Source: an optimization exercise on an open RTL-to-GDS flow (aim: small area, a short achievable clock period and few clock cycles per item). Production flows keep margins and buffers that such runs may drop.
At most, simulation tests tie the RTL to the original design; equivalence was not proved.
Power and IR drop assume default switching activity.

run a:
==> flow/design.v <==
module alu_design(clock,reset,A,B,start_op,op_sel,result,end_op);
	localparam IN_WIDTH = 16;
	localparam OUT_WIDTH = 32;
	localparam OP_WIDTH = 3;
	input logic clock,reset;
	input logic [IN_WIDTH - 1 : 0] A;
	input logic [IN_WIDTH - 1 : 0] B;
	input logic start_op;
	input [OP_WIDTH - 1 : 0] op_sel;
	output logic [OUT_WIDTH - 1 : 0] result;
	output logic end_op;
	logic [2:0] cnt;           
	wire is_mul = op_sel[2] & ~op_sel[0];
	wire is_sub = ~op_sel[2] & op_sel[1] & ~op_sel[0];
	wire [15:0] src = (cnt == 3'd0) ? B : result[15:0];
	wire [1:0] dig = src[1:0];
	wire [15:0] hi = (cnt == 3'd0) ? 16'd0 : result[31:16];
	wire [15:0] x  = hi;
	wire [15:0] y  = A & {16{~op_sel[2] | dig[0]}};
	wire [16:0] z  = op_sel[2] ? {A & {16{dig[1]}}, 1'b0} : {1'b0, B ^ {16{op_sel[1] & ~op_sel[0]}}};
	wire [16:0] s  = {1'b0, x ^ y} ^ z;
	wire [16:0] c  = ({1'b0, x & y}) | ({1'b0, x ^ y} & z);
	wire [17:0] sum = 18'(s) + 18'({c, is_sub});
	logic [31:0] res_d;
	always_comb begin
		if (op_sel[2])
			res_d = op_sel[0] ? {16'd0, A & B} : {sum, src[15:2]};
		else if (op_sel[1] & op_sel[0])
			res_d = {16'd0, s[15:0]};
		else if (op_sel[1])
			res_d = {{16{~sum[16]}}, sum[15:0]};
		else if (op_sel[0])
			res_d = {15'd0, sum[16:0]};
		else
			res_d = 32'd0;
	end
	always_ff @(posedge clock)
		result <= res_d;
	always_ff @(posedge clock or posedge reset)
	begin
		if (reset) begin
			end_op <= 1'b0;
			cnt    <= 3'd0;
		end
		else if (start_op) begin
			end_op <= ~is_mul | (cnt == 3'd7);
			cnt    <= (is_mul && cnt != 3'd7) ? cnt + 3'd1 : 3'd0;
		end
		else begin
			end_op <= 1'b0;
			cnt    <= 3'd0;
		end
	end
endmodule
clock: 8.5 ns
lec_check: 0
cap_margin: 20
core_margin: 2
core_utilization: 40
setup_slack_margin: 3.5
slew_margin: 20
standard.sh (not shown) runs the stock make flow with config.mk's settings and CLKGATE_MAP_FILE= SYNTH_SCRIPT=/design/flow/synth_recipe.tcl, a recipe that flattens the netlist after the stock synthesis.
==> flow/flow/run.sh <==
#!/bin/bash
# The standard layout, with the port buffers made from the smallest
# buffer cell instead of the flow's default choice.
set -euo pipefail
bash standard.sh BUFFER_PORTS_ARGS="-buffer_cell sky130_fd_sc_hd__buf_1" finish > standard_flow.log 2>&1
In summary, run a completed successfully, with a layout that passed the timing, design-rule and antenna checks.
Testbench counts of run a, summed over its fixed seeds: cycles 52,084, items 24,000.
## Diff of input files: run b against run a
==> flow/design.v <==
module alu_design(clock,reset,A,B,start_op,op_sel,result,end_op);
	localparam IN_WIDTH = 16;
	localparam OUT_WIDTH = 32;
	localparam OP_WIDTH = 3;
	input logic clock,reset;
	input logic [IN_WIDTH - 1 : 0] A;
	input logic [IN_WIDTH - 1 : 0] B;
	input logic start_op;
	input [OP_WIDTH - 1 : 0] op_sel;
	output logic [OUT_WIDTH - 1 : 0] result;
	output logic end_op;
	logic [1:0] cnt;           
	logic       bp;            
	wire is_mul = op_sel[2] & ~op_sel[0];
	wire is_sub = ~op_sel[2] & op_sel[1] & ~op_sel[0];
	wire first  = (cnt == 2'd0);
	wire last   = (cnt == 2'd3);
	wire [15:0] src = first ? B : result[15:0];
	wire        bm1 = ~first & bp;
	wire one0 = src[0] ^ bm1;
	wire two0 = (src[1] & ~src[0] & ~bm1) | (~src[1] & src[0] & bm1);
	wire one1 = src[2] ^ src[1];
	wire two1 = (src[3] & ~src[2] & ~src[1]) | (~src[3] & src[2] & src[1]);
	wire one0_e = ~is_mul | one0;
	wire two0_e = is_mul & two0;
	wire neg0_e = is_mul & src[1];
	wire one1_e = is_mul & one1;
	wire two1_e = is_mul & two1;
	wire neg1_e = is_mul & src[3];
	wire [16:0] mag0 = ({1'b0, A} & {17{one0_e}}) | ({A, 1'b0} & {17{two0_e}});
	wire [16:0] mag1 = ({1'b0, A} & {17{one1_e}}) | ({A, 1'b0} & {17{two1_e}});
	wire [19:0] row0 = {{3{neg0_e}}, mag0 ^ {17{neg0_e}}};
	wire [19:0] row1 = {neg1_e, mag1 ^ {17{neg1_e}}, 2'b00};
	wire [15:0] hi = first ? 16'd0 : result[31:16];
	wire [19:0] x  = is_mul ? {{4{hi[15]}}, hi} : {4'd0, B ^ {16{is_sub}}};
	wire        fix = is_mul & last & src[3];
	wire [19:0] w  = {A & {16{fix}}, 1'b0, neg1_e, 1'b0, is_mul ? neg0_e : is_sub};
	wire [19:0] s   = x ^ row0 ^ row1;
	wire [19:0] c   = (x & row0) | (x & row1) | (row0 & row1);
	wire [19:0] sum = s + {c[18:0], 1'b0} + w;
	logic [31:0] res_d;
	always_comb begin
		if (op_sel[2])
			res_d = op_sel[0] ? {16'd0, c[15:0]} : {sum, src[15:4]};
		else if (op_sel[1] & op_sel[0])
			res_d = {16'd0, s[15:0]};
		else if (op_sel[1])
			res_d = {{16{~sum[16]}}, sum[15:0]};
		else if (op_sel[0])
			res_d = {15'd0, sum[16:0]};
		else
			res_d = 32'd0;
	end
	always_ff @(posedge clock) begin
		result <= res_d;
		bp     <= src[3];
	end
	always_ff @(posedge clock or posedge reset)
	begin
		if (reset) begin
			end_op <= 1'b0;
			cnt    <= 2'd0;
		end
		else if (start_op) begin
			end_op <= ~is_mul | last;
			cnt    <= is_mul ? cnt + 2'd1 : 2'd0;
		end
		else begin
			end_op <= 1'b0;
			cnt    <= 2'd0;
		end
	end
endmodule
When the final numbers for run b and run a were put side by side, the number of buffer and inverter stages on the critical path turned out to be smaller in run b.
Run a → run b: critical path depth rose 3, share of post-route cells with drive strength above 1 grew by 19 points, power per cell area +41%, non-clock buffer share of cell area shows an increase of 3.9 points.
The final reports for run b and run a show pin slew with the least headroom to its limit higher in the former.
Looking at arrival time of the worst setup path, run b sits 0.93 ns higher than run a does.
Run b ended up with a lower basic-gate share of the synthesized area counting and, or, nand and nor cells than run a did.
Endpoint of the worst setup timing path: result[29] -> run b, result[27] -> run a
Compared with run a, run b shows a tightest slew margin relative to the limit that is 9.6 points lower.
Run b: total vias in the final route about 50% above run a
Diff run a -> run b | combinational share of power | increase of 22 points
Run b: xor and xnor area share after synthesis higher than run a
Against run a, run b comes in about 34% higher on die area.
For run b, only the layout was checked, not whether the RTL still works.

-- port drivers added, routing unchanged --
In the flow no input, the clock included, has a driving cell. The finished layouts below were timed again as built, in two steps.
Step 1: set_driving_cell puts a clkbuf_16 on clock and a buf_2 on each other input, an assumption about the parent block.
Step 2, shift: input delay + t, output delay - t, t = (earliest + latest rising clock arrival at the registers) / 2. This alone moves slack from input paths to output paths.
Three values: no drivers, after step 1, after step 2; two values: the first two.
| run | t (ns) | slack for setup (ns) | latest minus earliest clock arrival (ns) | worst data-port slew with drivers (ns) |
|---|---|---|---|---|
| run a | 0.325 | 3.642 / 3.638 / 3.314 | 0.003 / 0.003 | 0.04 |
| run b | 0.324 | 2.774 / 2.770 / 2.446 | 0.007 / 0.008 | 0.05 |
After both steps every run listed still meets setup and hold.
